Context: an optimization exercise on an open-source flow, tuned for small area, a short achievable clock period and few clock cycles per item. The choices shown serve that exercise and are no tape-out recipe. The RTL was checked by simulation tests, not by an equivalence proof against the original design.

===== flow/design.v =====
module div_steps #(
  parameter WIDTH  = 32,
  parameter AW     = 32,
  parameter K      = 4,
  parameter RIPPLE = 0
)(
  input  logic [WIDTH-1:0] p_i,
  input  logic [AW-1:0]    a_i,
  input  logic [WIDTH-1:0] d_i,
  input  logic             cin,
  output logic [WIDTH-1:0] p_o,
  output logic [AW-1:0]    a_o
);
  logic [WIDTH-1:0] pp [K+1];
  logic [AW-1:0]    aa [K+1];
  assign pp[0] = p_i;
  assign aa[0] = a_i;
  for (genvar i = 0; i < K; i++) begin : g_step
    logic [WIDTH:0]   t;
    logic [WIDTH+1:0] s;
    assign t = {pp[i], aa[i][AW-1]};
    if (RIPPLE[i]) begin : g_rc
      logic [WIDTH:0] c;
      assign c[0] = cin;
      assign s[0] = 1'b0;
      for (genvar j = 0; j < WIDTH; j++) begin : g_bit
        assign s[j+1] = t[j] ^ d_i[j] ^ c[j];
        assign c[j+1] = (t[j] & d_i[j]) | (t[j] & c[j]) | (d_i[j] & c[j]);
      end
      assign s[WIDTH+1] = !(t[WIDTH] ^ c[WIDTH]);
    end else begin : g_bk
      assign s = {t, 1'b1} + {1'b1, d_i, cin};
    end
    assign aa[i+1] = {aa[i][AW-2:0], !s[WIDTH+1]};
    assign pp[i+1] = s[WIDTH+1] ? t[WIDTH-1:0] : s[WIDTH:1];
  end
  assign p_o = pp[K];
  assign a_o = aa[K];
endmodule
module div
#(
  parameter XLEN = 32,
  localparam integer NUM_ROB_ENTRIES = 32,
  localparam integer ARCH_REG_IDX    = 4,
  localparam integer PHYS_REG_IDX    = 5
)(
  input  logic clk,
  input  logic rst,
  input  logic        req_valid,
  output logic        req_ready,
  input  logic [XLEN-1:0] op_a,
  input  logic [XLEN-1:0] op_b,
  input  logic [ARCH_REG_IDX:0] rd_arch,
  input  logic [PHYS_REG_IDX:0] pd_phys,
  input  logic [$clog2(NUM_ROB_ENTRIES)-1:0] rob_idx,
  input  logic        dest_we,
  input  logic [2:0]    sub_op,
  output logic        resp_valid,
  input  logic        resp_ready,
  output logic [XLEN-1:0] resp_value,
  output logic [ARCH_REG_IDX:0] resp_rd,
  output logic [PHYS_REG_IDX:0] resp_pd,
  output logic [$clog2(NUM_ROB_ENTRIES)-1:0] resp_rob_idx,
  output logic        resp_dest_we
);
  localparam integer K  = 4;                   
  localparam integer NM = (XLEN + K - 1) / K;  
  localparam integer AW = K * NM;              
  localparam integer CW = $clog2(NM);
  localparam integer TW = ARCH_REG_IDX + 1 + PHYS_REG_IDX + 1 + $clog2(NUM_ROB_ENTRIES) + 1;
  logic            busy_q, first_q, one_q, endc_q;
  logic [CW-1:0]   cnt_q;               
  logic            isrem_q, sa_q, sb_q;
  logic [XLEN-1:0] p_q;                 
  logic [AW-1:0]   a_q;                 
  logic [XLEN-1:0] d_q;                 
  logic [TW-1:0]   tag_q;
  logic            ov_q;
  logic [XLEN-1:0] oval_q;
  logic [TW-1:0]   otag_q;
  logic            pv_q;
  logic [TW-1:0]   ptag_q;
  wire last_c   = first_q ? one_q : endc_q;
  wire last     = busy_q && last_c;
  wire finish   = last && !pv_q;
  assign req_ready = !busy_q || (last_c && !pv_q);
  wire take     = req_valid && req_ready;
  wire step     = busy_q && !last_c && !pv_q;
  wire out_free = !ov_q || resp_ready;
  wire to_pend  = finish && !out_free;
  wire load_out = out_free && (finish || pv_q);
  function automatic logic [5:0] clz32(input logic [XLEN-1:0] x);
    logic [15:0] z1; logic [15:0]      c1;
    logic [7:0]  z2; logic [7:0][1:0]  c2;
    logic [3:0]  z3; logic [3:0][2:0]  c3;
    logic [1:0]  z4; logic [1:0][3:0]  c4;
    logic        z5; logic [4:0]       c5;
    for (integer g = 0; g < 16; g++) begin
      z1[g] = !x[2*g+1] && !x[2*g];
      c1[g] = !x[2*g+1];
    end
    for (integer g = 0; g < 8; g++) begin
      z2[g] = z1[2*g+1] && z1[2*g];
      c2[g] = z1[2*g+1] ? {1'b1, c1[2*g]} : {1'b0, c1[2*g+1]};
    end
    for (integer g = 0; g < 4; g++) begin
      z3[g] = z2[2*g+1] && z2[2*g];
      c3[g] = z2[2*g+1] ? {1'b1, c2[2*g]} : {1'b0, c2[2*g+1]};
    end
    for (integer g = 0; g < 2; g++) begin
      z4[g] = z3[2*g+1] && z3[2*g];
      c4[g] = z3[2*g+1] ? {1'b1, c3[2*g]} : {1'b0, c3[2*g+1]};
    end
    z5 = z4[1] && z4[0];
    c5 = z4[1] ? {1'b1, c4[0]} : {1'b0, c4[1]};
    clz32 = z5 ? 6'd32 : {1'b0, c5};
  endfunction
  function automatic logic above(input logic [XLEN-1:0] x, input logic [XLEN-1:0] y);
    logic [XLEN-1:0] f, zx, zy;    
    f  = x & ~y;
    zx = ~x;
    zy = ~y;
    for (integer w = 1; w < XLEN; w = w * 2)
      for (integer g = 0; g < XLEN; g = g + 2 * w) begin
        f[g]  = f[g + w] | (zx[g + w] & zy[g + w] & f[g]);
        zx[g] = zx[g + w] & zx[g];
        zy[g] = zy[g + w] & zy[g];
      end
    above = f[0];
  endfunction
  wire sgn   = !sub_op[0];
  wire in_sa = sgn && op_a[XLEN-1];
  wire in_sb = sgn && op_b[XLEN-1];
  wire [XLEN-1:0] in_u = in_sa ? (~op_a >> (K - 1)) : (op_a >> K);
  wire in_one = above(op_b ^ {XLEN{in_sb}}, in_u);
  logic [XLEN-1:0] ma;
  always_comb begin
    logic any_a;
    any_a = 1'b0;
    for (integer i = 0; i < XLEN; i++) begin
      ma[i] = a_q[i] ^ (sa_q && any_a);
      any_a = any_a | a_q[i];
    end
  end
  wire [5:0] cza = clz32(a_q[XLEN-1:0] ^ {XLEN{sa_q}});
  wire [5:0] czb = clz32(~d_q);         
  wire [6:0] n_off = {1'b0, czb} + 7'(XLEN + 1) + {6'b0, sa_q} - {1'b0, cza};
  logic [CW-1:0] m1;    
  always_comb begin
    if (one_q)                    m1 = '0;
    else if (czb == 6'd32)        m1 = CW'(NM-1);
    else if (n_off >= 7'(XLEN + K*(NM-1) + 1)) m1 = CW'(NM-1);
    else if (n_off <= 7'(XLEN + 2*K)) m1 = CW'(1);
    else                          m1 = CW'((n_off - 7'(XLEN + 1)) / K);
  end
  logic [XLEN-1:0] p_s;
  logic [AW-1:0]   a_s;
  always_comb begin
    logic [XLEN+AW-1:0] w;
    w = {{AW{1'b0}}, ma} << (AW - K*(m1+1));
    if (first_q) begin
      p_s = w[XLEN+AW-1:AW];
      a_s = w[AW-1:0];
    end else begin
      p_s = p_q;
      a_s = a_q;
    end
  end
  logic [XLEN-1:0] p_n;
  logic [AW-1:0]   a_n;
  div_steps #(.WIDTH(XLEN), .AW(AW), .K(K), .RIPPLE(8)) U_steps (
    .p_i(p_s), .a_i(a_s), .d_i(d_q), .cin(!sb_q), .p_o(p_n), .a_o(a_n)
  );
  wire div0 = !sb_q && (&d_q);
  wire neg  = isrem_q ? sa_q : (sa_q ^ sb_q) && !div0;
  wire [XLEN-1:0] res  = isrem_q ? p_n : a_n[XLEN-1:0];
  wire [XLEN-1:0] fres = neg ? -res : res;
  wire [CW-1:0] cnt_n = first_q ? m1 - 1'b1 : cnt_q - 1'b1;
  always_ff @(posedge clk) begin
    if (rst) begin
      busy_q <= 1'b0;
      ov_q   <= 1'b0;
      pv_q   <= 1'b0;
    end else begin
      if (take)
        busy_q <= 1'b1;
      else if (finish)
        busy_q <= 1'b0;
      if (load_out)
        ov_q <= 1'b1;
      else if (resp_ready)
        ov_q <= 1'b0;
      if (to_pend)
        pv_q <= 1'b1;
      else if (out_free)
        pv_q <= 1'b0;
    end
  end
  always_ff @(posedge clk) begin
    if (req_ready) begin
      first_q <= 1'b1;
      one_q   <= in_one;
      isrem_q <= sub_op[1];
      sa_q    <= in_sa;
      sb_q    <= in_sb;
      a_q     <= AW'(op_a);
      d_q     <= op_b ^ {XLEN{!in_sb}};
      tag_q   <= {rd_arch, pd_phys, rob_idx, dest_we};
    end else if (step) begin
      first_q <= 1'b0;
      cnt_q   <= cnt_n;
      endc_q  <= (cnt_n == '0);
      a_q     <= a_n;
    end
    if (to_pend) begin
      p_q     <= fres;
      ptag_q  <= tag_q;
    end else if (step)
      p_q     <= p_n;
    if (load_out) begin
      oval_q  <= pv_q ? p_q : fres;
      otag_q  <= pv_q ? ptag_q : tag_q;
    end
  end
  assign resp_valid = ov_q;
  assign resp_value = oval_q;
  assign {resp_rd, resp_pd, resp_rob_idx, resp_dest_we} = otag_q;
endmodule

===== flow/run.sh =====
#!/bin/bash
# synth_recipe.tcl (not shown) runs the flow's synth.tcl, then flattens the netlist and writes it again
# the make line also repeats each setting of config.mk as NAME=value (left out here)
make -C /OpenROAD-flow-scripts/flow DESIGN_CONFIG=/design/flow/config.mk WORK_HOME=/design/flow/orfs CLKGATE_MAP_FILE= SYNTH_SCRIPT=/design/flow/synth_recipe.tcl finish

===== flow/config.mk =====
export PLATFORM = sky130hd
export DESIGN_NAME = div
export DESIGN_NICKNAME = div
export VERILOG_FILES = /design/flow/design.v
export SDC_FILE = /design/flow/constraint.sdc
export NUM_CORES = 4
export LEC_CHECK = 0
export ABC_AREA = 1
export CAP_MARGIN = 20
export CORE_MARGIN = 2
export CORE_UTILIZATION = 40
export SLEW_MARGIN = 20

===== flow/constraint.sdc =====
create_clock -name core_clock -period 200.0 [get_ports {clk}]
set_input_delay 40.0000 -clock core_clock [delete_from_list [all_inputs] [get_ports {clk}]]
set_output_delay 40.0000 -clock core_clock [all_outputs]
set_load 0.01 [all_outputs]

==> results of run 1 <==
kinds of logic after synthesis:
family	count (synthesis)	share of synthesized area [%]
XOR/XNOR	173	7.51
adder cells (fa/ha/maj)	149	10.6
multiplexers	8	0.395
buffers and inverters	419	8.17
flip-flops	191	28.1
AO/OA/AOI/OAI	590	16.3
AND/OR/NAND/NOR	1366	29.0
metal layers:
metal  GRT usage, %  vias to the layer above
li1               -                     9810
met1           41.7                     9402
met2           44.7                      864
met3           4.59                      117
met4           12.2                        0
met5              0                        -
sequential cells by signal (all words and copies together) (netlist names):
| register | cells |
|---|---|
| p_q | 32 |
| otag_q | 17 |
| first_q | 1 |
| cnt_q | 3 |
| a_q | 32 |
| ov_q | 1 |
| endc_q | 1 |
| ptag_q | 17 |
| sa_q | 1 |
| isrem_q | 1 |
| busy_q | 1 |
| tag_q | 17 |
| one_q | 1 |
| oval_q | 32 |
| d_q | 32 |
| sb_q | 1 |
| pv_q | 1 |
synthesized netlist by cell type, drive strengths merged (3+ instances only):
cell and instances:
nand2 919, o21ai 310, inv 304, edfxtp 187
nor2 177, nand3 176, a21oi 152, ha 112
xor2 87, xnor2 86, clkbuf 64, buf 46
fa 37, or2 33, nand4 32, o211ai 28
nor3 19, o22ai 19, a31oi 12, a22oi 11
a21boi 10, o21bai 9, mux2i 8, a211oi 7
nor4 6, a22o 5, clkinv 5, o221ai 5
a2111oi 4, dfxtp 4, o31ai 3
layout by cell type (no fill, tap or decap), drive strengths merged, types with 3 or more instances in the layout:
| master | netlist | routed |
|---|---|---|
| edfxtp | 187 | 187 |
| a211oi | 7 | 7 |
| inv | 304 | 312 |
| buf | 46 | 30 |
| nor4 | 6 | 6 |
| ha | 112 | 112 |
| a22oi | 11 | 11 |
| o221ai | 5 | 5 |
| or2 | 33 | 33 |
| nor2 | 177 | 177 |
| nand4 | 32 | 32 |
| a22o | 5 | 5 |
| clkinv | 5 | 12 |
| clkdlybuf4s50 | 0 | 137 |
| clkbuf | 64 | 17 |
| nand3 | 176 | 176 |
| fa | 37 | 37 |
| o21bai | 9 | 9 |
| mux2i | 8 | 8 |
| xor2 | 87 | 87 |
| nor3 | 19 | 19 |
| xnor2 | 86 | 86 |
| a21boi | 10 | 10 |
| dfxtp | 4 | 4 |
| a21oi | 152 | 152 |
| o31ai | 3 | 3 |
| a31oi | 12 | 12 |
| o211ai | 28 | 28 |
| nand2 | 919 | 919 |
| a2111oi | 4 | 4 |
| o22ai | 19 | 19 |
| o21ai | 310 | 310 |
through the flow:
stage	instance area [µm²]	cells	setup slack (ps)	hold WS (ps)
after floorplan	20300	2896	156390	427
after global placement	22300	3625	156570	433
after detailed placement	22300	3625	156540	433
after CTS	22900	3657	156670	445
after global routing	22900	3657	156570	461
final	22900	3659	156790	448
worst min-delay path by stage:
stage	depth (start not counted)	slack, ps	endpoint
final	0	450	ptag_q[11]
after detailed placement	0	430	ptag_q[11]
after global routing	0	460	ptag_q[12]
after global placement	0	430	ptag_q[11]
after CTS	0	450	ptag_q[11]
after floorplan	0	430	ptag_q[0]
final cells by class:
cell class / instances / area (µm²) / share of cell area [%]
sequential: 191 / 5700 / 24.9
antenna: 2 / 5.00 / 0.0219
multi-input combinational: 2286 / 13000 / 56.7
timing repair buffer: 167 / 1600 / 6.98
tap: 672 / 841 / 3.68
clock buffer: 17 / 425 / 1.86
inverter: 309 / 1160 / 5.08
clock inverter: 15 / 179 / 0.782
worst reg2reg max path, delay by kind of cell, from the launching register on:
| family | cells | cell delay (ps) |
|---|---|---|
| buffers and inverters | 22 | 4630 |
| AO/OA/AOI/OAI | 35 | 7990 |
| adder cells (fa/ha/maj) | 38 | 14170 |
| flip-flops | 1 | 330 |
| AND/OR/NAND/NOR | 73 | 8910 |
| XOR/XNOR | 2 | 360 |
==> results_dict.tcl, run 1 <==
set metrics [dict create \
    post-route-min-period_ps 43210 \
    setup_viol 0 \
    gp_congestion 0.969 \
    via_count 20200 \
    wl_met1_mm 35.6 \
    post_cts_resized 0 \
    cp_num_cells 6 \
    hold_buffers 0 \
    endpoint_kind "output port" \
    ys_warn_count 4 \
    synthTopCellsByArea "edfxtp_1, nand2_1, ha_1, o21ai_0, inv_1" \
    min_from "tag_q[11]" \
    dr.pass1.iters 7 \
    ys.flop_type "edfxtp_1" \
    skew_ps 21.5 \
    syn-instance-count 2896 \
    cts_buffers 17 \
    die_w_um 229 \
    critPathLaunchType "flop" \
    timing.setup.tns_ps 0 \
    grt_max_degree 68 \
    max_freq_ghz 0.0231 \
    ys_seq_area_share_pct 28.1 \
    drc_errors 0 \
    syn_to_final_growth_pct 12.8 \
    root_buffer "clkbuf_16" \
    reg2regPathDepth 170 \
    fin_crit_sh_pct 21.6 \
    start_util_pct 40.5 \
    synth_top_cell_area_share_pct 27.7 \
    cts_buffer_depth 2 \
    grt_usage_pct 29.4 \
    max-cap-violations 0 \
    relSlewSlack_pct 24.9 \
    final_util_pct 45.7 \
    top_layer "met4" \
    outcome "timing/DRC/antenna clean" \
    fillers 5288 \
    synth_edf_count 187 \
    async_reset_ff_share_pct 0 \
    cts.htree.levels 4 \
    coreArea_um2 50100 \
    path_max_fanout 63 \
    nNetsFinal 3209 \
    die-area_um2 52500 \
    avgSynthCellArea_um2 7.00 \
    synth_area_um2 20300 \
    grt_antenna_before_repair 2 \
    drt_iter0_drc 2220 \
    clock_latency_ps 510 \
    post-cts-setup-buffer-count 0 \
    rr_startpoint "sa_q" \
    cts_tree "built" \
    die_h_um 229 \
    grt_pass1_vias 18900 \
    cp_common_cell "buf_4" \
    synth_top_cell_by_area "edfxtp_1" \
    r2r_slack_ps 163280 \
    tightest_slew_ps 1130 \
    viasPerCell 5.52 \
    port_buffers 137 \
    clk_pin_slew_ps 80 \
    crit_end "req_ready" \
    place_hpwl_mm 61.4 \
    wl_mm 77.6 \
    drive_gt1_share_pct 5.90 \
    hold_viol_final 0 \
    wl_per_cell_um 21.2 \
    drv_slew 0 \
    num_io_pins 139 \
    num_rows 82 \
    rsz0062_at_grt "no" \
    dr_wl_met2_mm 33.2 \
    grt_overflow 0 \
    grt_pass1_wl_mm 116 \
    critPathBufInv 5 \
    crit_chain "buf_4, clkinv_1, buf_4, a21oi_4, clkinv_2, clkdlybuf4s50_1" \
    path_class "flop to output port" \
    crit_slowest_cell "clkdlybuf4s50_1" \
    syn-num-nets 3133 \
    drt.antenna.violating_nets 0 \
    ys_seq_elements 191 \
    timing.rr.end "oval_q[9]" \
    path_delay_family "buffers and inverters" \
    critPathArrivalTime_ps 3210 \
    cp.required_ps 160000 \
    cts_sinks 191 \
    synth_cell_types 68 \
    min_path_type "flop to flop" \
    cpPeakStageDelay_ps 650 \
    wl_met3_mm 5.66 \
    crit_path_start "pv_q" \
]
Testbench counts, summed over its fixed seeds: cycles 6,775, ops 3,200.
==> run 2, diff against run 1 <==
--- a/flow/design.v
+++ b/flow/design.v
@@ -83,7 +83,8 @@
   wire last_c   = first_q ? one_q : endc_q;
   wire last     = busy_q && last_c;
   wire finish   = last && !pv_q;
-  assign req_ready = !busy_q || (last_c && !pv_q);
+  logic rx_q, ry_q;
+  assign req_ready = rx_q || (ry_q && one_q);
   wire take     = req_valid && req_ready;
   wire step     = busy_q && !last_c && !pv_q;
   wire out_free = !ov_q || resp_ready;
@@ -142,9 +143,9 @@
       any_a = any_a | a_q[i];
     end
   end
-  wire [5:0] cza = clz32(a_q[XLEN-1:0] ^ {XLEN{sa_q}});
+  wire [5:0] cza = clz32(ma);
   wire [5:0] czb = clz32(~d_q);         
-  wire [6:0] n_off = {1'b0, czb} + 7'(XLEN + 1) + {6'b0, sa_q} - {1'b0, cza};
+  wire [6:0] n_off = {1'b0, czb} + 7'(XLEN + 1) - {1'b0, cza};
   logic [CW-1:0] m1;    
   always_comb begin
     if (one_q)                    m1 = '0;
@@ -196,6 +197,19 @@
         pv_q <= 1'b0;
     end
   end
+  wire busy_d  = take || (busy_q && !finish);
+  wire first_d = req_ready || (first_q && !step);
+  wire endc_d  = step ? (cnt_n == '0) : endc_q;
+  wire pv_d    = to_pend || (pv_q && !out_free);
+  always_ff @(posedge clk) begin
+    if (rst) begin
+      rx_q <= 1'b1;
+      ry_q <= 1'b0;
+    end else begin
+      rx_q <= !busy_d || (!first_d && endc_d && !pv_d);
+      ry_q <= first_d && !pv_d;
+    end
+  end
   always_ff @(posedge clk) begin
     if (req_ready) begin
       first_q <= 1'b1;
==> run 2 against run 1 <==
Critical path depth rose by 12; cell count decreased by 1.4%; die area decreased by 1.1%; synthesized area decreased by 1.1%; wire length shrank 0.27%; largest cell class unchanged.
==> results_dict.tcl, run 2 <==
set metrics [dict create \
    max-cap-violations 0 \
    synthTopCellsByArea "edfxtp_1, nand2_1, ha_1, inv_1, o21ai_0" \
    endpoint_kind "flop" \
    coreArea_um2 49900 \
    start_util_pct 40.2 \
    critPathArrivalTime_ps 43930 \
    clock_latency_ps 510 \
    drc_errors 0 \
    post_cts_resized 0 \
    synthXorXnorAreaFrac_pct 7.29 \
    syn-instance-count 2848 \
    num_rows 82 \
    hold_viol_final 0 \
    clk_pin_slew_ps 80 \
    drt_iter0_drc 1823 \
    die_w_um 228 \
    n_antenna_cell 0 \
    synth_top_cell_area_share_pct 28.0 \
    post-cts-setup-buffer-count 0 \
    async_reset_ff_share_pct 0 \
    grt_antenna_before_repair 0 \
    wl_mm 77.4 \
    min_path_type "flop to flop" \
    ys.flop_type "edfxtp_1" \
    wl_per_cell_um 21.4 \
    setup_viol 0 \
    mostFrequentLayoutCells "nand2_1, inv_1, o21ai_0, edfxtp_1, nand3_1" \
    relSlewSlack_pct 25.0 \
    rsz0062_at_grt "no" \
    port_buffers 137 \
    num_io_pins 139 \
    root_buffer "clkbuf_16" \
    crit_slowest_cell "nand2_2" \
    fin_crit_sh_pct 21.8 \
    synth_edf_count 187 \
    grt_pass1_wl_mm 116 \
    yosys.area_share.simple_pct 28.4 \
    crit_chain "clkdlybuf4s50_1, inv_1, nand2_2, xor2_1, a21oi_1, nor2_1, a221oi_1, o221ai_1, a221oi_1, nor2_1, o21ai_0, a31oi_1, a2111oi_0, nor2_1, o41ai_1, a32o_1, o2111ai_1, nand4_1" \
    synth_top_cells_by_count "nand2_1, inv_1, o21ai_0, edfxtp_1, nand3_1" \
    skew_ps 22.7 \
    path_delay_family "compound AO/OA/AOI/OAI gates" \
    drt.antenna.violating_nets 0 \
    synth-compound-area-share_pct 16.4 \
    grt_overflow 0 \
    hold_buffers 0 \
    synth_top_cell_by_area "edfxtp_1" \
    gp_congestion 0.980 \
    grt_pass1_vias 18900 \
    final_common_cell "nand2_1" \
    syn_to_final_growth_pct 12.7 \
    die-area_um2 51900 \
    cpPeakStageDelay_ps 720 \
    place_area_um2 22000 \
    ys_warn_count 4 \
    nNetsFinal 3159 \
    outcome "timing/DRC/antenna clean" \
    grt_max_degree 80 \
    r2r_slack_ps 164560 \
    critPathBufInv 2 \
    path_max_fanout 32 \
    fillers 5214 \
    viasPerCell 5.52 \
    design_area_um2 22600 \
    cts_tree "built" \
    synth_cell_types 66 \
    tightest_slew_ps 1130 \
    max_freq_ghz 0.0230 \
    drive_gt1_share_pct 6.51 \
    syn-num-nets 3084 \
    synth_top_family_by_area "simple AND/OR/NAND/NOR gates" \
    critPathLaunchType "primary input" \
    ys_seq_area_share_pct 28.6 \
    dr.pass1.iters 6 \
    cts_buffers 17 \
    placedCellCount 3576 \
    avgSynthCellArea_um2 7.04 \
    ys_seq_elements 193 \
    instances_no_fill 3608 \
    cp.required_ps 200360 \
    synthAdderAreaFrac_pct 10.6 \
    seq_area_um2 5740 \
    multi_input_area_um2 12700 \
    cts_buffer_depth 2 \
    cts_sinks 193 \
    die_h_um 228 \
    post-route-min-period_ps 43570 \
    synth_area_um2 20000 \
    via_count 19900 \
    place_hpwl_mm 62.6 \
    cts.htree.levels 4 \
    cp_common_cell "nor2_1" \
    grt_usage_pct 29.6 \
    timing.setup.tns_ps 0 \
    synth.most_common_cell "nand2_1" \
    path_class "primary input to flop" \
    drv_slew 0 \
    synth.area.mux_share_pct 0.300 \
]
==> run 2: metal layers <==
metal | wire [µm] | part of all wire, % | vias up | GRT usage, %
met1 | 35300 | 46 | 9425 | 40.9
li1 | - | - | 9669 | -
met2 | 33400 | 43 | 696 | 45.7
met3 | 4680 | 6.1 | 118 | 3.60
met5 | 0 | 0 | - | 0
met4 | 4000 | 5.2 | 0 | 14.8
==> run 2: cells by family (layout without fill, tap and decap cells) <==
| logic type | after synthesis | in the layout |
|---|---|---|
| xor gates and xnor gates | 166 | 166 |
| DFF | 193 | 193 |
| and+or+nand+nor | 1315 | 1315 |
| AOI/OAI and AO/OA | 592 | 592 |
| muxes | 6 | 6 |
| buffers and inverters | 428 | 516 |
| adders and majority gates | 148 | 148 |
==> run 2: cell type report <==
class                           count  area share [%]
Tap cell                          672            3.72
Timing Repair Buffer              159            6.80
Sequential cell                   193            25.4
Inverter                          325            5.41
Clock inverter                     14           0.775
Multi-Input combinational cell   2227            56.0
Clock buffer                       18            1.90
==> run 2: worst paths after layout <==
check / start / end / cells past startpoint
worst max-delay path: sub_op[0] / one_q / 18
worst min-delay path: tag_q[6] / ptag_q[6] / 0
worst max register to register: a_q[0] / oval_q[8] / 183
worst min register to register: tag_q[6] / ptag_q[6] / 0
==> run 2: stage by stage <==
| step | setup slack [ps] | utilization [%] | hold WS [ps] |
|---|---|---|---|
| final | 156430 | 45.3 | 442 |
| after global routing | 156020 | 45.3 | 464 |
| after CTS | 156500 | 45.3 | 440 |
| after detailed placement | 156000 | 44.1 | 434 |
| after global placement | 156010 | 44.1 | 434 |
| after floorplan | 157070 | - | 427 |
==> run 2: worst reg2reg max path, delay by kind of cell (launching register included) <==
kind	cells	cell delay (ps)
flops	1	500
simple gates	99	12470
fa+ha+maj	39	13750
xor+xnor	4	720
buf+inv	23	3890
compound gates	18	3870
Testbench counts of run 2, summed over its fixed seeds: cycles 6,713, ops 3,200.
==> run 3, diff against run 2 <==
--- a/flow/design.v
+++ b/flow/design.v
@@ -63,7 +63,7 @@
   output logic [$clog2(NUM_ROB_ENTRIES)-1:0] resp_rob_idx,
   output logic        resp_dest_we
 );
-  localparam integer K  = 4;                   
+  localparam integer K  = 8;                   
   localparam integer NM = (XLEN + K - 1) / K;  
   localparam integer AW = K * NM;              
   localparam integer CW = $clog2(NM);
@@ -169,7 +169,7 @@
   end
   logic [XLEN-1:0] p_n;
   logic [AW-1:0]   a_n;
-  div_steps #(.WIDTH(XLEN), .AW(AW), .K(K), .RIPPLE(8)) U_steps (
+  div_steps #(.WIDTH(XLEN), .AW(AW), .K(K), .RIPPLE(0)) U_steps (
     .p_i(p_s), .a_i(a_s), .d_i(d_q), .cin(!sb_q), .p_o(p_n), .a_o(a_n)
   );
   wire div0 = !sb_q && (&d_q);
==> run 3 against run 2 <==
Design area is 41% higher; wire length is 51% higher; first-iteration DRC count is 77% higher; utilization is 0.67 points lower; cell count is 54% higher; critical path depth is 10 lower; count of clock-buffer cells in the layout is 1 lower; global-route usage is 1.1 points higher; sequential share of layout area is 7.4 points lower; non-clock buffer count is 30 higher; critical endpoint is now p_q[25]; largest cell class unchanged; highest routed layer unchanged.
==> results_dict.tcl, run 3 <==
set metrics [dict create \
    synthTopCellsByArea "edfxtp_1, nand2_1, ha_1, nand3_1, a21oi_1" \
    cp.required_ps 200140 \
    min_path_type "flop to flop" \
    drt.antenna.violating_nets 0 \
    tightest_slew_ps 1150 \
    n_antenna_cell 0 \
    synth_top_cell_area_share_pct 19.5 \
    cts.htree.levels 4 \
    seq_area_um2 5710 \
    viasPerCell 5.60 \
    nNetsFinal 4945 \
    ys.flop_type "edfxtp_1" \
    cts_sinks 192 \
    async_reset_ff_share_pct 0 \
    path_class "primary input to flop" \
    synth.most_common_cell "nand2_1" \
    num_io_pins 139 \
    critPathArrivalTime_ps 43110 \
    fillers 7643 \
    grt_antenna_before_repair 3 \
    wl_per_cell_um 21.1 \
    syn-num-nets 4850 \
    rsz0062_at_grt "no" \
    syn-instance-count 4484 \
    synth_edf_count 186 \
    die_w_um 272 \
    port_buffers 137 \
    place_hpwl_mm 92.8 \
    max_freq_ghz 0.0233 \
    hold_buffers 0 \
    ys_seq_area_share_pct 19.9 \
    grt_usage_pct 30.7 \
    post_cts_resized 0 \
    grt_pass1_wl_mm 172 \
    drv_slew 0 \
    post-cts-setup-buffer-count 0 \
    wl_mm 117 \
    coreArea_um2 71200 \
    hold_viol_final 0 \
    fin_crit_sh_pct 21.5 \
    cts_buffer_depth 2 \
    r2r_slack_ps 160690 \
    drt_iter0_drc 3219 \
    drive_gt1_share_pct 5.03 \
    avgSynthCellArea_um2 6.39 \
    max-cap-violations 0 \
    post-route-min-period_ps 42970 \
    via_count 31000 \
    path_max_fanout 46 \
    die-area_um2 73800 \
    relSlewSlack_pct 22.5 \
    multi_input_area_um2 20700 \
    endpoint_kind "flop" \
    critPathLaunchType "primary input" \
    mostFrequentLayoutCells "nand2_1, inv_1, nand3_1, a21oi_1, o21ai_0" \
    final_common_cell "nand2_1" \
    die_h_um 272 \
    clock_latency_ps 470 \
    cts_tree "built" \
    synth_cell_types 65 \
    synth_top_cells_by_count "nand2_1, inv_1, nand3_1, a21oi_1, o21ai_0" \
    outcome "timing/DRC/antenna clean" \
    synth_top_cell_by_area "edfxtp_1" \
    grt_max_degree 71 \
    clk_pin_slew_ps 90 \
    ys_seq_elements 192 \
    cts_buffers 17 \
    dr.pass1.iters 7 \
    synth_area_um2 28700 \
    timing.setup.tns_ps 0 \
    setup_viol 0 \
    ys_warn_count 4 \
    syn_to_final_growth_pct 10.9 \
    skew_ps 16.2 \
    grt_pass1_vias 28200 \
    root_buffer "clkbuf_16" \
    num_rows 98 \
    grt_overflow 0 \
    gp_congestion 0.991 \
    drc_errors 0 \
    start_util_pct 40.2 \
]
run 3: per-stage QoR:
| step | instances | setup WS (ps) | utilization [%] | hold WS (ps) | area, µm² |
|---|---|---|---|---|---|
| 3_3_place_gp | 5510 | 156590 | 43.7 | 430 | 31200 |
| 3_5_place_dp | 5510 | 156590 | 43.7 | 432 | 31200 |
| 6_report | 5542 | 157030 | 44.6 | 452 | 31800 |
| 5_1_grt | 5542 | 156870 | 44.6 | 464 | 31800 |
| 4_1_cts | 5542 | 157080 | 44.6 | 452 | 31800 |
| 2_1_floorplan | 4484 | 157070 | - | 427 | 28700 |
run 3: layer usage:
layer	GRT usage (%)	wire (µm)	vias to the layer above	part of all wire [%]
li1	-	-	15300	-
met4	12.7	5570	0	4.8
met2	50.0	52800	1164	45
met3	3.79	8450	240	7.2
met5	0	0	-	0
met1	40.9	50100	14300	43
run 3: worst max-delay path, stage by stage:
cell,delay (ps)
clkdlybuf4s50_1,410
nor2_1,340
inv_1,130
nor2_4,110
buf_4,440
inv_2,460
nand2_1,720
buf_4,400
run 3: cell type report:
| class | count | share of cell area (%) |
|---|---|---|
| Tap cell | 950 | 3.74 |
| Multi-Input combinational cell | 3704 | 65.1 |
| Clock buffer | 17 | 1.34 |
| Clock inverter | 15 | 0.685 |
| Inverter | 475 | 5.62 |
| Sequential cell | 192 | 17.9 |
| Timing Repair Buffer | 189 | 5.54 |
run 3: kinds of logic (layout without fill, tap and decap cells):
family | Yosys count | in the layout | synth area share [%]
AND/OR/NAND/NOR | 2279 | 2279 | 34.4
AO/OA/AOI/OAI | 865 | 865 | 16.7
buffers and inverters | 588 | 696 | 7.98
XOR/XNOR | 281 | 281 | 8.61
adder cells (fa/ha/maj) | 278 | 278 | 12.4
flip-flops | 192 | 192 | 19.9
multiplexers | 1 | 1 | 0.0349
run 3: path summary, 6_finish.rpt:
| check | endpoint | start | cells after the start |
|---|---|---|---|
| setup / recovery | p_q[25] | resp_ready | 8 |
| hold reg to reg | ptag_q[12] | tag_q[12] | 0 |
| hold / removal | ptag_q[12] | tag_q[12] | 0 |
| setup reg to reg | oval_q[31] | a_q[0] | 179 |
Testbench counts of run 3, summed over its fixed seeds: cycles 4,737, ops 3,200.
==> run 4, diff against run 3 <==
--- a/flow/design.v
+++ b/flow/design.v
@@ -226,7 +226,7 @@
       endc_q  <= (cnt_n == '0);
       a_q     <= a_n;
     end
-    if (to_pend) begin
+    if (finish) begin
       p_q     <= fres;
       ptag_q  <= tag_q;
     end else if (step)
==> run 4 against run 3 <==
Count of clock-buffer cells in the layout unchanged; global-route usage fell by 0.074 points; fmax grew 0.37%; highest routed layer is now met5.
==> results_dict.tcl, run 4 <==
set metrics [dict create \
    critPathBufInv 3 \
    cts_buffer_depth 2 \
    crit_chain "clkdlybuf4s50_1, nor2_1, buf_4, inv_1, nor2_1, a221oi_1, o221ai_1, nand2_1, a41oi_1, o311ai_0, a21boi_0, o41ai_1, nand4_1, nand2_1, nand4_1, o2111ai_1" \
    drive_gt1_share_pct 5.40 \
    crit_slowest_cell "clkdlybuf4s50_1" \
    port_buffers 137 \
    crit_path_start "sub_op[0]" \
    grt_pass1_vias 28300 \
    endpoint_kind "flop" \
    grt_antenna_before_repair 4 \
    async_reset_ff_share_pct 0 \
    fillers 7667 \
    die-area_um2 74400 \
    synth_top_cell_area_share_pct 19.3 \
    post-cts-setup-buffer-count 0 \
    critPathArrivalTime_ps 43110 \
    syn-instance-count 4531 \
    root_buffer "clkbuf_16" \
    coreArea_um2 71500 \
    ys_warn_count 4 \
    place_hpwl_mm 93.3 \
    hold_buffers 0 \
    grt_max_degree 84 \
    rr_startpoint "a_q[0]" \
    mostFrequentLayoutCells "nand2_1, inv_1, nand3_1, a21oi_1, o21ai_0" \
    ys_seq_area_share_pct 19.7 \
    num_rows 98 \
    ys.flop_type "edfxtp_1" \
    start_util_pct 40.4 \
    synth_top_cells_by_count "nand2_1, inv_1, nand3_1, a21oi_1, o21ai_0" \
    max_freq_ghz 0.0234 \
    relSlewSlack_pct 30.3 \
    critPathLaunchType "primary input" \
    whs_ps 448 \
    gp_congestion 1.00 \
    max-cap-violations 0 \
    fin_crit_sh_pct 21.4 \
    cts_tree "built" \
    timing.setup.tns_ps 0 \
    grt_usage_pct 30.6 \
    final_util_pct 44.8 \
    clock_latency_ps 470 \
    synth_area_um2 28900 \
    outcome "timing/DRC/antenna clean" \
    synth_top_cell_by_area "edfxtp_1" \
    rsz0062_at_grt "no" \
    wl_mm 117 \
    syn_to_final_growth_pct 10.7 \
    via_count 31200 \
    setup_viol 0 \
    path_delay_family "compound AO/OA/AOI/OAI gates" \
    die_w_um 273 \
    grt_overflow 0 \
    drt.antenna.violating_nets 0 \
    avgSynthCellArea_um2 6.38 \
    num_io_pins 139 \
    synth_cell_types 67 \
    cts_sinks 192 \
    tightest_slew_ps 1050 \
    min_path_type "flop to flop" \
    drv_slew 0 \
    cts_buffers 17 \
    nNetsFinal 4986 \
    synth.most_common_cell "nand2_1" \
    r2r_slack_ps 165650 \
    clk_pin_slew_ps 90 \
    cp.required_ps 200300 \
    die_h_um 273 \
    synthTopCellsByArea "edfxtp_1, nand2_1, ha_1, inv_1, nand3_1" \
    hold_viol_final 0 \
    path_class "primary input to flop" \
    syn-num-nets 4897 \
    final_common_cell "nand2_1" \
    wl_per_cell_um 21.0 \
    cpPeakStageDelay_ps 610 \
    grt_pass1_wl_mm 172 \
    drc_errors 0 \
    synth_edf_count 186 \
    post_cts_resized 0 \
    cts.htree.levels 4 \
    skew_ps 21.0 \
    post-route-min-period_ps 42810 \
    drt_iter0_drc 3318 \
    ys_seq_elements 192 \
    dr.pass1.iters 6 \
    viasPerCell 5.59 \
    path_max_fanout 28 \
    min_from "tag_q[10]" \
]
[run 4: cell types whose count changed after synthesis, moves of 7 or more]
cell | before | now
nand2_2 | 23 | 36
nand3_1 | 400 | 360
nand3_2 | 13 | 20
o21ai_1 | 37 | 49
nand2_1 | 1347 | 1336
inv_1 | 447 | 487
xnor2_1 | 127 | 115
o21ai_0 | 289 | 299
o22ai_1 | 15 | 27
[run 4: layout make-up]
type                    count  area, µm²  share of cell area [%]
clock inverters            15        231                   0.723
clock buffers              17        425                    1.33
well taps                 950       1190                    3.71
diodes                      1       2.50                 0.00782
inverters                 513       1930                    6.03
repair buffers            187       1750                    5.46
multi-input cells        3709      20800                    64.9
flip-flops and latches    192       5710                    17.8
[run 4: routing by layer]
metal	global-route usage, %	vias to the layer above	share of wire, %
li1	-	15400	-
met1	41.3	14400	43
met2	49.1	1158	44
met3	5.10	199	8.1
met4	11.0	2	3.9
met5	0	-	0.010
[run 4: path summary, 6_finish.rpt]
path                end  cells after the start
max               one_q                     16
min          ptag_q[10]                      0
max reg2reg  oval_q[12]                    171
min reg2reg  ptag_q[10]                      0
[run 4: metrics by stage]
step | instance area, µm² | worst slack, ps | std cells
final | 32000 | 157190 | 5584
after global routing | 32000 | 156800 | 5583
after CTS | 32000 | 157200 | 5583
after detailed placement | 31300 | 156740 | 5551
after global placement | 31300 | 156760 | 5551
after floorplan | 28900 | 157080 | 4531
[run 4: cell families (layout without fill, tap and decap cells)]
kind of cell / Yosys count / in the layout / share of synthesized area (%)
AOI/OAI and AO/OA: 911 / 911 / 17.6
xor gates and xnor gates: 272 / 272 / 8.24
adders and majority gates: 278 / 278 / 12.3
buffers and inverters: 630 / 732 / 8.54
DFF: 192 / 192 / 19.7
other: 0 / 1 / 0
and+or+nand+nor: 2248 / 2248 / 33.6
[run 4: worst reg2reg max path, delay by kind of cell, from the launching register on]
| family | cells | cell delay [ps] |
|---|---|---|
| simple gates | 100 | 16030 |
| fa+ha+maj | 11 | 3500 |
| compound gates | 34 | 7960 |
| xor+xnor | 1 | 150 |
| buf+inv | 25 | 5930 |
| flops | 1 | 480 |
Testbench counts of run 4, summed over its fixed seeds: cycles 4,737, ops 3,200.
==> run 5, diff against run 4 <==
==> flow/flow/run.sh (new file) <==
#!/bin/bash
set -o pipefail
export SETUP_SLACK_MARGIN=157.8
bash standard.sh > standard.log 2>&1
==> flow/standard.sh (new file) <==
#!/bin/bash
# synth_recipe.tcl (not shown) runs the flow's synth.tcl, then flattens the netlist and writes it again
# the make line also repeats each setting of config.mk as NAME=value (left out here)
make -C /OpenROAD-flow-scripts/flow DESIGN_CONFIG=/design/flow/config.mk WORK_HOME=/design/flow/orfs CLKGATE_MAP_FILE= SYNTH_SCRIPT=/design/flow/synth_recipe.tcl "${@:-finish}"
removed: flow/run.sh
==> run 5 against run 4 <==
Via count is 0.66% higher; largest cell class unchanged; wire length is 1.2% higher; sequential share of layout area is 0.10 points lower; register-to-register slack worse by 620 ps; worst hold slack better by 3.0 ps.
==> results_dict.tcl, run 5 <==
set metrics [dict create \
    multi_input_area_um2 20800 \
    async_reset_ff_share_pct 0 \
    place_hpwl_mm 94.7 \
    outcome "timing/DRC/antenna clean" \
    coreArea_um2 71500 \
    synth.most_common_cell "nand2_1" \
    cp.required_ps 200300 \
    syn_to_final_growth_pct 11.3 \
    grt_antenna_before_repair 6 \
    drt_iter0_drc 3385 \
    via_count 31400 \
    max-cap-violations 0 \
    hold_buffers 0 \
    die_h_um 273 \
    path_max_fanout 3 \
    avgSynthCellArea_um2 6.38 \
    relSlewSlack_pct 31.1 \
    synth_top_cell_area_share_pct 19.3 \
    gp_congestion 0.998 \
    grt_pass1_vias 28200 \
    root_buffer "clkbuf_16" \
    grt_overflow 0 \
    cts.htree.levels 4 \
    n_antenna_cell 0 \
    synth_area_um2 28900 \
    syn-num-nets 4897 \
    drc_errors 0 \
    start_util_pct 40.4 \
    cts_buffer_depth 2 \
    rsz0062_at_grt "no" \
    grt_pass1_wl_mm 173 \
    grt_usage_pct 30.9 \
    cts_sinks 192 \
    min_path_type "flop to flop" \
    max_freq_ghz 0.0238 \
    synth_edf_count 186 \
    mostFrequentLayoutCells "nand2_1, inv_1, nand3_1, a21oi_1, o21ai_0" \
    ys_seq_area_share_pct 19.7 \
    cts_buffers 17 \
    path_class "primary input to flop" \
    die-area_um2 74400 \
    critPathArrivalTime_ps 42390 \
    ys_warn_count 4 \
    synth_top_cells_by_count "nand2_1, inv_1, nand3_1, a21oi_1, o21ai_0" \
    drv_slew 0 \
    dr.pass1.iters 6 \
    synth_top_cell_by_area "edfxtp_1" \
    synth_cell_types 67 \
    drive_gt1_share_pct 6.00 \
    ys_seq_elements 192 \
    final_util_pct 45.0 \
    fin_crit_sh_pct 21.0 \
    num_rows 98 \
    wl_mm 118 \
    endpoint_kind "flop" \
    grt_max_degree 66 \
    setup_viol 0 \
    nNetsFinal 5004 \
    clk_pin_slew_ps 80 \
    seq_area_um2 5710 \
    timing.setup.tns_ps 0 \
    syn-instance-count 4531 \
    critPathLaunchType "primary input" \
    post-route-min-period_ps 42090 \
    skew_ps 16.4 \
    fillers 7686 \
    port_buffers 137 \
    wl_per_cell_um 21.1 \
    synthTopCellsByArea "edfxtp_1, nand2_1, ha_1, inv_1, nand3_1" \
    final_common_cell "nand2_1" \
    clock_latency_ps 470 \
    tightest_slew_ps 1030 \
    die_w_um 273 \
    hold_viol_final 0 \
    ys.flop_type "edfxtp_1" \
    drt.antenna.violating_nets 0 \
    viasPerCell 5.61 \
    num_io_pins 139 \
    cts_tree "built" \
]
==> run 5: cell counts after synthesis <==
No cell type changed its count.
==> run 5: worst paths after layout <==
path            start         end  slack, ps  depth (start not counted)
max           op_a[8]       one_q     157920                         14
min          tag_q[9]   ptag_q[9]        450                          0
max reg2reg    a_q[0]  oval_q[31]     165030                        180
min reg2reg  tag_q[9]   ptag_q[9]        450                          0
==> run 5: per-stage QoR <==
stage / cell area, µm² / hold WS (ps) / instances / setup slack, ps
final: 32200 / 451 / 5601 / 157920
after global routing: 32200 / 456 / 5601 / 157760
after CTS: 32200 / 451 / 5601 / 157810
after detailed placement: 31400 / 434 / 5560 / 156010
after global placement: 31400 / 431 / 5560 / 156020
after floorplan: 28900 / 427 / 4531 / 157850
==> run 5: timing repair <==
action | 4_1_cts | 5_1_grt
buffers inserted | 7 | 0
gates cloned | 2 | 0
pin swaps | 11 | 5
resized for setup | 20 | 2
setup endpoints to repair | 2 | 1
==> run 5: layout make-up <==
cell class	instances	share of cell area [%]
clock buffer	17	1.32
clock inverter	15	0.715
inverter	513	6.02
multi-input combinational	3710	64.7
sequential	192	17.7
tap	950	3.69
timing repair buffer	203	5.79
timing repair inverter	1	0.0156
==> run 5: worst max-delay path: stages <==
cell,delay (ps)
clkdlybuf4s50_1,470
o21ai_0,190
nand2_1,90
a221oi_2,220
o221ai_1,130
nand2_1,100
a41oi_2,120
o311ai_2,280
a21boi_2,110
o41ai_2,240
nand4_1,140
nand2_1,100
nand4_1,90
o2111ai_2,100
==> run 5: kinds of logic (layout without fill, tap and decap cells) <==
group / Yosys count / count (layout) / share of synthesized area, %
compound gates: 911 / 911 / 17.6
xor+xnor: 272 / 272 / 8.24
fa+ha+maj: 278 / 278 / 12.3
buf+inv: 630 / 749 / 8.54
flops: 192 / 192 / 19.7
simple gates: 2248 / 2249 / 33.6
==> run 5: per-layer routing <==
metal / routed length [µm] / track usage (%)
met4: 4490 / 10.8
met5: 22 / 0
met1: 52000 / 42.5
met2: 51500 / 48.3
met3: 10300 / 5.92
==> run 6, diff against run 5 <==
==> flow/flow/run.sh (replaced) <==
#!/bin/bash
set -o pipefail
export SETUP_SLACK_MARGIN=158.4
bash standard.sh > standard.log 2>&1
==> run 6 against run 5 <==
Cell count up 0.16%; global-route usage up 0.15 points; critical path depth up 3; fmax up 0.45%; synthesized area unchanged; critical path type unchanged.
==> results_dict.tcl, run 6 <==
set metrics [dict create \
    synth_edf_count 186 \
    drc_errors 0 \
    path_class "primary input to flop" \
    drv_slew 0 \
    num_io_pins 139 \
    max-cap-violations 0 \
    cp.required_ps 200310 \
    grt_usage_pct 31.1 \
    ys_seq_area_share_pct 19.7 \
    skew_ps 18.0 \
    dr.pass1.iters 6 \
    cts_buffer_depth 2 \
    endpoint_kind "flop" \
    drive_gt1_share_pct 6.20 \
    synth_cell_types 67 \
    critPathLaunchType "primary input" \
    syn_to_final_growth_pct 12.1 \
    wl_mm 119 \
    hold_buffers 0 \
    path_max_fanout 7 \
    cpPeakStageDelay_ps 260 \
    min_path_type "flop to flop" \
    relSlewSlack_pct 26.2 \
    cts_buffers 17 \
    synth_top_cell_area_share_pct 19.3 \
    fin_crit_sh_pct 20.9 \
    rsz0062_at_grt "yes" \
    clock_latency_ps 480 \
    final_common_cell "nand2_1" \
    port_buffers 137 \
    cp_num_cells 17 \
    via_count 31400 \
    num_rows 98 \
    design_area_um2 32400 \
    start_util_pct 40.4 \
    die_h_um 273 \
    die-area_um2 74400 \
    ys_warn_count 4 \
    cp_common_cell "nand2_1" \
    syn-num-nets 4897 \
    crit_slowest_cell "o311ai_2" \
    grt_overflow 0 \
    outcome "timing/DRC/antenna clean" \
    cts.htree.levels 4 \
    tightest_slew_ps 1100 \
    grt_antenna_before_repair 2 \
    critPathBufInv 2 \
    viasPerCell 5.59 \
    die_w_um 273 \
    nNetsFinal 5011 \
    grt_pass1_wl_mm 175 \
    async_reset_ff_share_pct 0 \
    seq_area_um2 5710 \
    drt_iter0_drc 3440 \
    setup_viol 0 \
    grt_pass1_vias 28500 \
    ys.flop_type "edfxtp_1" \
    timing.setup.tns_ps 0 \
    synthTopCellsByArea "edfxtp_1, nand2_1, ha_1, inv_1, nand3_1" \
    place_area_um2 31400 \
    r2r_slack_ps 164830 \
    place_hpwl_mm 93.1 \
    post-route-min-period_ps 41900 \
    coreArea_um2 71500 \
    holdPathStages 0 \
    drt.antenna.violating_nets 0 \
    cts_tree "built" \
    synth_top_cells_by_count "nand2_1, inv_1, nand3_1, a21oi_1, o21ai_0" \
    gp_congestion 0.990 \
    syn-instance-count 4531 \
    path_delay_family "compound AO/OA/AOI/OAI gates" \
    max_freq_ghz 0.0239 \
    fillers 7673 \
    reg2regPathDepth 188 \
    synth.most_common_cell "nand2_1" \
    clk_pin_slew_ps 100 \
    mostFrequentLayoutCells "nand2_1, inv_1, nand3_1, a21oi_1, o21ai_0" \
    hold_viol_final 0 \
    critPathArrivalTime_ps 42210 \
    multi_input_area_um2 20800 \
    grt_max_degree 66 \
    root_buffer "clkbuf_16" \
    cts_sinks 192 \
    synth_area_um2 28900 \
    crit_chain "buf_12, nor2_4, buf_6, nand2_2, o21ai_1, nand2_1, a221oi_2, o221ai_1, nand2_1, a41oi_2, o311ai_2, a21boi_1, o41ai_2, nand4_1, nand2_1, nand4_1, o2111ai_2" \
    ys_seq_elements 192 \
    avgSynthCellArea_um2 6.38 \
    synth_top_cell_by_area "edfxtp_1" \
    wl_per_cell_um 21.1 \
]
[run 6: timing repair]
item | in CTS | in global routing
resized for setup | 48 | 4
buffers inserted | 12 | 2
gates cloned | 6 | 0
pin swaps | 12 | 11
endpoints found under the setup margin | 2 | 2
endpoints found under the hold margin | 0 | 0
[run 6: worst paths after layout]
kind / to / start
setup / recovery: one_q / sub_op[0]
hold / removal: ptag_q[15] / tag_q[15]
setup reg to reg: oval_q[31] / a_q[0]
hold reg to reg: ptag_q[15] / tag_q[15]
[run 6: per-stage QoR]
| step | cells | util, % | hold slack, ps | setup WS [ps] |
|---|---|---|---|---|
| finish | 5610 | 45.3 | 443 | 158100 |
| global route | 5608 | 45.3 | 461 | 157860 |
| CTS | 5606 | 45.3 | 448 | 157920 |
| detailed placement | 5556 | 43.9 | 432 | 156320 |
| global placement | 5556 | 43.9 | 431 | 156330 |
| floorplan | 4531 | - | 427 | 157950 |
[run 6: kinds of logic after synthesis]
group                      count (synthesis)  share of synthesized area [%]
and+or+nand+nor                         2248                           33.6
buffers and inverters                    630                           8.54
DFF                                      192                           19.7
xor gates and xnor gates                 272                           8.24
AOI/OAI and AO/OA                        911                           17.6
adders and majority gates                278                           12.3
[run 6: area by class of cell]
cell class | count | share of cell area [%]
multi-input cells | 3710 | 64.3
clock inverters | 15 | 0.703
repair buffers | 209 | 6.23
flip-flops and latches | 192 | 17.6
clock buffers | 17 | 1.31
well taps | 950 | 3.67
inverters | 513 | 6.05
diodes | 2 | 0.0154
repair inverters | 2 | 0.0656
[run 6: per-layer routing]
metal | routed length [µm] | track usage (%) | vias up
met5 | 0 | 0 | -
li1 | - | - | 15500
met4 | 4190 | 10.0 | 0
met2 | 53000 | 49.5 | 1148
met1 | 52500 | 42.7 | 14600
met3 | 8890 | 5.20 | 179
==> run 7, diff against run 6 <==
--- a/flow/config.mk
+++ b/flow/config.mk
@@ -8,5 +8,5 @@
 export ABC_AREA = 1
 export CAP_MARGIN = 20
 export CORE_MARGIN = 2
-export CORE_UTILIZATION = 40
+export CORE_UTILIZATION = 55
 export SLEW_MARGIN = 20
==> run 7 against run 6 <==
Still clean; register-to-register slack improved by 870 ps; sequential share of layout area up 0.25 points; critical path depth shrank 2; fmax hardly changed; first-iteration DRC count rose by 10%; utilization rose by 16 points; synthesized cell count is the same; critical endpoint unchanged; largest cell class unchanged.
==> results_dict.tcl, run 7 <==
set metrics [dict create \
    outcome "timing/DRC/antenna clean" \
    critPathArrivalTime_ps 42240 \
    cts_buffers 17 \
    grt_overflow 0 \
    ys_seq_area_share_pct 19.7 \
    synth_top_cell_area_share_pct 19.3 \
    avgSynthCellArea_um2 6.38 \
    ys_warn_count 4 \
    die_w_um 233 \
    setup_viol 0 \
    synth_top_cells_by_count "nand2_1, inv_1, nand3_1, a21oi_1, o21ai_0" \
    critPathLaunchType "primary input" \
    grt_usage_pct 40.4 \
    endpoint_kind "flop" \
    drive_gt1_share_pct 6.19 \
    cp.required_ps 200300 \
    multi_input_area_um2 20900 \
    design_area_um2 31900 \
    top_layer "met5" \
    dr.pass1.iters 8 \
    ys.flop_type "edfxtp_1" \
    wl_mm 113 \
    num_rows 84 \
    place_hpwl_mm 88.8 \
    final_common_cell "nand2_1" \
    wl_met1_mm 48.4 \
    port_buffers 137 \
    cts_sinks 192 \
    max-cap-violations 0 \
    drt_iter0_drc 3793 \
    place_area_um2 31000 \
    skew_ps 19.2 \
    synth.most_common_cell "nand2_1" \
    syn_to_final_growth_pct 10.5 \
    nNetsFinal 5006 \
    cts_buffer_depth 2 \
    holdPathStages 0 \
    relSlewSlack_pct 29.9 \
    mostFrequentLayoutCells "nand2_1, inv_1, nand3_1, a21oi_1, o21ai_0" \
    tightest_slew_ps 1050 \
    rr_startpoint "a_q[0]" \
    max_freq_ghz 0.0238 \
    gp_congestion 1.08 \
    die_h_um 233 \
    syn-instance-count 4531 \
    path_max_fanout 5 \
    coreArea_um2 52200 \
    synth_edf_count 186 \
    grt_pass1_vias 27900 \
    cts_tree "built" \
    dr_wl_met2_mm 46.3 \
    fillers 5172 \
    fin_crit_sh_pct 21.0 \
    root_buffer "clkbuf_16" \
    hold_buffers 0 \
    grt_max_degree 83 \
    clock_latency_ps 470 \
    timing.rr.end "oval_q[31]" \
    hold_viol_final 0 \
    r2r_slack_ps 165700 \
    synth_area_um2 28900 \
    wl_met3_mm 13.2 \
    synth_cell_types 67 \
    rsz0062_at_grt "yes" \
    clk_pin_slew_ps 80 \
    path_class "primary input to flop" \
    start_util_pct 55.3 \
    drt.antenna.violating_nets 0 \
    drv_slew 0 \
    syn-num-nets 4897 \
    timing.setup.tns_ps 0 \
    synthTopCellsByArea "edfxtp_1, nand2_1, ha_1, inv_1, nand3_1" \
    post-route-min-period_ps 41940 \
    drc_errors 0 \
    async_reset_ff_share_pct 0 \
    num_io_pins 139 \
    min_path_type "flop to flop" \
    ys_seq_elements 192 \
    min_from "tag_q[15]" \
    grt_pass1_wl_mm 166 \
    wl_per_cell_um 21.1 \
    viasPerCell 5.99 \
    reg2regPathDepth 186 \
    seq_area_um2 5710 \
    min_to "ptag_q[15]" \
    die-area_um2 54400 \
    synth_top_cell_by_area "edfxtp_1" \
    grt_antenna_before_repair 4 \
    cts.htree.levels 4 \
    via_count 32000 \
]
[run 7: layer usage]
| metal | global-route usage [%] | vias up |
|---|---|---|
| met3 | 10.3 | 261 |
| met2 | 58.9 | 1608 |
| met5 | 1.47 | - |
| li1 | - | 15500 |
| met4 | 14.6 | 8 |
| met1 | 57.2 | 14700 |
[run 7: worst max-delay path by stage]
stage,start,end,slack [ps],depth (start not counted)
global placement,sub_op[0],one_q,156580,14
finish,sub_op[0],one_q,158070,15
global route,sub_op[0],one_q,157940,15
floorplan,op_a[31],one_q,157950,15
detailed placement,sub_op[0],one_q,156420,14
CTS,op_b[31],one_q,157960,18
[run 7: area by class of cell]
class                   count  share of cell area [%]
diodes                      4                  0.0313
clock buffers              17                    1.33
clock inverters            15                   0.631
inverters                 513                    6.06
multi-input cells        3710                    65.3
flip-flops and latches    192                    17.9
well taps                 688                    2.69
repair buffers            205                    6.04
repair inverters            1                  0.0157
[run 7: kinds of logic (layout without fill, tap and decap cells)]
kind of cell / count (synthesis) / count (layout) / synth area share (%)
AOI/OAI and AO/OA: 911 / 911 / 17.6
DFF: 192 / 192 / 19.7
and+or+nand+nor: 2248 / 2249 / 33.6
other: 0 / 4 / 0
xor gates and xnor gates: 272 / 272 / 8.24
adders and majority gates: 278 / 278 / 12.3
buffers and inverters: 630 / 751 / 8.54
[run 7: timing repair]
| item | in CTS | in global routing |
|---|---|---|
| setup buffers | 11 | 2 |
| gates cloned | 3 | 0 |
| resized for setup | 46 | 9 |
| pin swaps | 16 | 11 |
| setup endpoints to repair | 2 | 2 |
[run 7: per-stage QoR]
| step | util (%) | cells | worst slack [ps] | hold slack, ps |
|---|---|---|---|---|
| after detailed placement | 59.4 | 5293 | 156420 | 436 |
| after CTS | 61.1 | 5339 | 157960 | 454 |
| after global placement | 59.4 | 5293 | 156580 | 429 |
| after floorplan | - | 4531 | 157950 | 427 |
| final | 61.2 | 5345 | 158070 | 456 |
| after global routing | 61.1 | 5341 | 157940 | 459 |
[run 7: worst max-delay path: stages]
cell and delay [ps]:
buf_12 120, nor2_4 190, clkinvlp_4 160, buf_6 140
a221oi_2 270, o221ai_1 130, nand2_1 80, a41oi_2 120
o311ai_4 280, a21boi_2 110, o41ai_2 240, nand4_1 120
nand2_1 90, nand4_1 90, o2111ai_2 100
==> run 8, diff against run 7 <==
==> flow/flow/run.sh (replaced) <==
#!/bin/bash
# The standard layout flow (standard.sh), unchanged except for two
# settings it reads from the environment:
#  - SETUP_SLACK_MARGIN: the resizer's repair_timing keeps this much setup
#    slack. With the design's 200 ns clock the standard flow never works on
#    the input and output paths that set the achieved period.
#  - BUFFER_PORTS_ARGS: every input and output port still gets its buffer,
#    a plain buf_1 (later resized as needed) instead of the larger delay
#    buffer the resizer picks by default.
# The clock period and the timing constraints stay those of the design.
set -o pipefail
export SETUP_SLACK_MARGIN=158.1
export BUFFER_PORTS_ARGS="-buffer_cell sky130_fd_sc_hd__buf_1"
bash standard.sh > standard.log 2>&1
--- a/flow/config.mk
+++ b/flow/config.mk
@@ -8,5 +8,5 @@
 export ABC_AREA = 1
 export CAP_MARGIN = 20
 export CORE_MARGIN = 2
-export CORE_UTILIZATION = 55
+export CORE_UTILIZATION = 40
 export SLEW_MARGIN = 20
==> run 8 against run 7 <==
Wire length is 4.9% higher; still clean; design area fell by 1.6%; clock skew barely moved; via count shrank 2.1%; flip-flop and latch count did not move; register-to-register slack worse by 430 ps; worst hold slack got worse by 3.2 ps.
==> results_dict.tcl, run 8 <==
set metrics [dict create \
    outcome "timing/DRC/antenna clean" \
    min_path_type "flop to flop" \
    hold_buffers 0 \
    clock_latency_ps 480 \
    synth-compound-area-share_pct 17.6 \
    grt_usage_pct 30.8 \
    cpPeakStageDelay_ps 270 \
    cp.required_ps 200310 \
    crit_chain "buf_6, inv_2, nor2_4, buf_12, buf_4, clkinvlp_2, nor2_1, a211oi_1, nand2_1, o311ai_2, a21boi_1, o41ai_2, nand4_1, nand2_1, nand4_1, o2111ai_2" \
    tightest_slew_ps 1100 \
    syn_to_final_growth_pct 8.75 \
    synth_cell_types 67 \
    synthXorXnorAreaFrac_pct 8.24 \
    setup_viol 0 \
    cts_tree "built" \
    die_w_um 273 \
    post-route-min-period_ps 41940 \
    wl_mm 118 \
    synth_top_family_by_area "simple AND/OR/NAND/NOR gates" \
    grt_antenna_before_repair 8 \
    synth_top_cell_by_area "edfxtp_1" \
    min_to "ptag_q[4]" \
    seq_area_um2 5710 \
    port_buffers 137 \
    synth_top_cell_area_share_pct 19.3 \
    cts_buffers 17 \
    async_reset_ff_share_pct 0 \
    start_util_pct 40.4 \
    place_hpwl_mm 93.5 \
    synth.area.mux_share_pct 0 \
    num_io_pins 139 \
    synth_edf_count 186 \
    drive_gt1_share_pct 6.11 \
    via_count 31300 \
    placedCellCount 5556 \
    synthAdderAreaFrac_pct 12.3 \
    min_from "tag_q[4]" \
    endpoint_kind "flop" \
    relSlewSlack_pct 26.5 \
    place_area_um2 30500 \
    syn-num-nets 4897 \
    die-area_um2 74400 \
    cts_sinks 192 \
    multi_input_area_um2 20900 \
    coreArea_um2 71500 \
    ys_seq_elements 192 \
    rr_startpoint "a_q[1]" \
    path_class "primary input to flop" \
    final_common_cell "nand2_1" \
    num_rows 98 \
    synth_top_cells_by_count "nand2_1, inv_1, nand3_1, a21oi_1, o21ai_0" \
    wl_per_cell_um 21.1 \
    viasPerCell 5.59 \
    hold_viol_final 0 \
    design_area_um2 31400 \
    dr.pass1.iters 6 \
    drt_iter0_drc 3476 \
    max_freq_ghz 0.0238 \
    r2r_slack_ps 165270 \
    synth_area_um2 28900 \
    cts_buffer_depth 2 \
    ys.flop_type "edfxtp_1" \
    root_buffer "clkbuf_16" \
    skew_ps 19.6 \
    synthTopCellsByArea "edfxtp_1, nand2_1, ha_1, inv_1, nand3_1" \
    grt_overflow 0 \
    avgSynthCellArea_um2 6.38 \
    critPathArrivalTime_ps 42260 \
    crit_slowest_cell "o311ai_2" \
    drt.antenna.violating_nets 0 \
    nNetsFinal 5004 \
    drv_slew 0 \
    fillers 7743 \
    timing.setup.tns_ps 0 \
    ys_warn_count 4 \
    grt_max_degree 83 \
    final_util_pct 44.0 \
    mostFrequentLayoutCells "nand2_1, inv_1, nand3_1, a21oi_1, o21ai_0" \
    synth.most_common_cell "nand2_1" \
    clk_pin_slew_ps 90 \
    gp_congestion 1.01 \
    max-cap-violations 0 \
    fin_crit_sh_pct 21.0 \
    die_h_um 273 \
    instances_no_fill 5604 \
    rsz0062_at_grt "yes" \
    holdPathStages 0 \
    reg2regPathDepth 174 \
    critPathLaunchType "primary input" \
    path_max_fanout 10 \
    grt_pass1_vias 28300 \
    syn-instance-count 4531 \
    timing.rr.end "oval_q[12]" \
    grt_pass1_wl_mm 173 \
    cts.htree.levels 4 \
    ys_seq_area_share_pct 19.7 \
    drc_errors 0 \
    yosys.area_share.simple_pct 33.6 \
]
-- run 8: cell counts after synthesis --
No cell type changed its count.
-- run 8: repair_timing --
action                                 4_1_cts  5_1_grt
setup buffers                                6        4
gates resized for setup                     12       19
setup endpoints to repair                    1        1
pin swaps                                    7       11
endpoints found under the hold margin        0        0
gates cloned                                 3        0
-- run 8: final cells by class --
type                    count  area share, %
clock buffers              17           1.35
well taps                 950           3.78
repair buffers            203           3.47
multi-input cells        3710           66.3
repair inverters            1         0.0159
clock inverters            15          0.701
diodes                      3         0.0239
flip-flops and latches    192           18.2
inverters                 513           6.15
-- run 8: stage by stage --
stage	hold slack [ps]	setup slack, ps
global route	461	157930
CTS	454	157890
global placement	431	156680
floorplan	427	157950
finish	453	158060
detailed placement	434	156670
-- run 8: cells by family (layout without fill, tap and decap cells) --
logic type               Yosys count  count (layout)
AO/OA/AOI/OAI                    911             911
flip-flops                       192             192
adder cells (fa/ha/maj)          278             278
buffers and inverters            630             749
AND/OR/NAND/NOR                 2248            2249
XOR/XNOR                         272             272
other                              0               3
-- run 8: worst max-delay path by stage --
stage | from | endpoint | slack (ps) | cells after the start
3_3_place_gp | sub_op[0] | one_q | 156680 | 14
6_report | op_a[31] | one_q | 158060 | 16
3_5_place_dp | sub_op[0] | one_q | 156670 | 14
4_1_cts | op_a[31] | one_q | 157890 | 18
2_1_floorplan | op_a[31] | one_q | 157950 | 15
5_1_grt | op_a[31] | one_q | 157930 | 16
-- run 8: routing by layer --
layer	share of wire, %	track usage [%]	vias to the layer above
met5	0.015	0	-
li1	-	-	15500
met3	8.6	5.49	229
met4	4.2	12.0	2
met2	44	48.3	1224
met1	44	41.9	14400
-- run 8: critical path: cells and delay by family --
family	cells	cell delay [ps]
buffers and inverters	5	720
AND/OR/NAND/NOR	6	540
AO/OA/AOI/OAI	5	990

port drivers added, routing unchanged:
In the flow no input, the clock included, has a driving cell. The finished layouts below were timed again as built, in two steps. Step 1 (the two cells are an assumption about what drives the block):
set clk [get_ports {clk}]
set_driving_cell -lib_cell sky130_fd_sc_hd__clkbuf_16 $clk
set_driving_cell -lib_cell sky130_fd_sc_hd__buf_2 [delete_from_list [all_inputs] $clk]
Step 2, shift: input delay + t, output delay - t, t = (earliest + latest rising clock arrival at the registers) / 2. This alone moves slack from input paths to output paths. a / b / c = ideal / step 1 / step 2; a / b = the first two.
run	t, ns	setup slack, ns	worst data-port slew with drivers (ns)
run 1	0.559	156.790 / 156.730 / 156.419	0.05
run 2	0.555	156.433 / 156.440 / 155.885	0.06
run 3	0.510	157.030 / 157.042 / 156.532	0.06
run 4	0.522	157.186 / 157.211 / 156.689	0.08
run 5	0.522	157.915 / 157.908 / 157.426	0.08
run 6	0.527	158.102 / 158.099 / 157.572	0.08
run 7	0.514	158.065 / 158.066 / 157.552	0.07
run 8	0.525	158.055 / 158.071 / 157.546	0.08
After both steps every run listed still meets setup and hold. For run 2, which loses most, drivers alone change the setup slack by +0.007 ns; drivers and shift together by -0.548 ns.
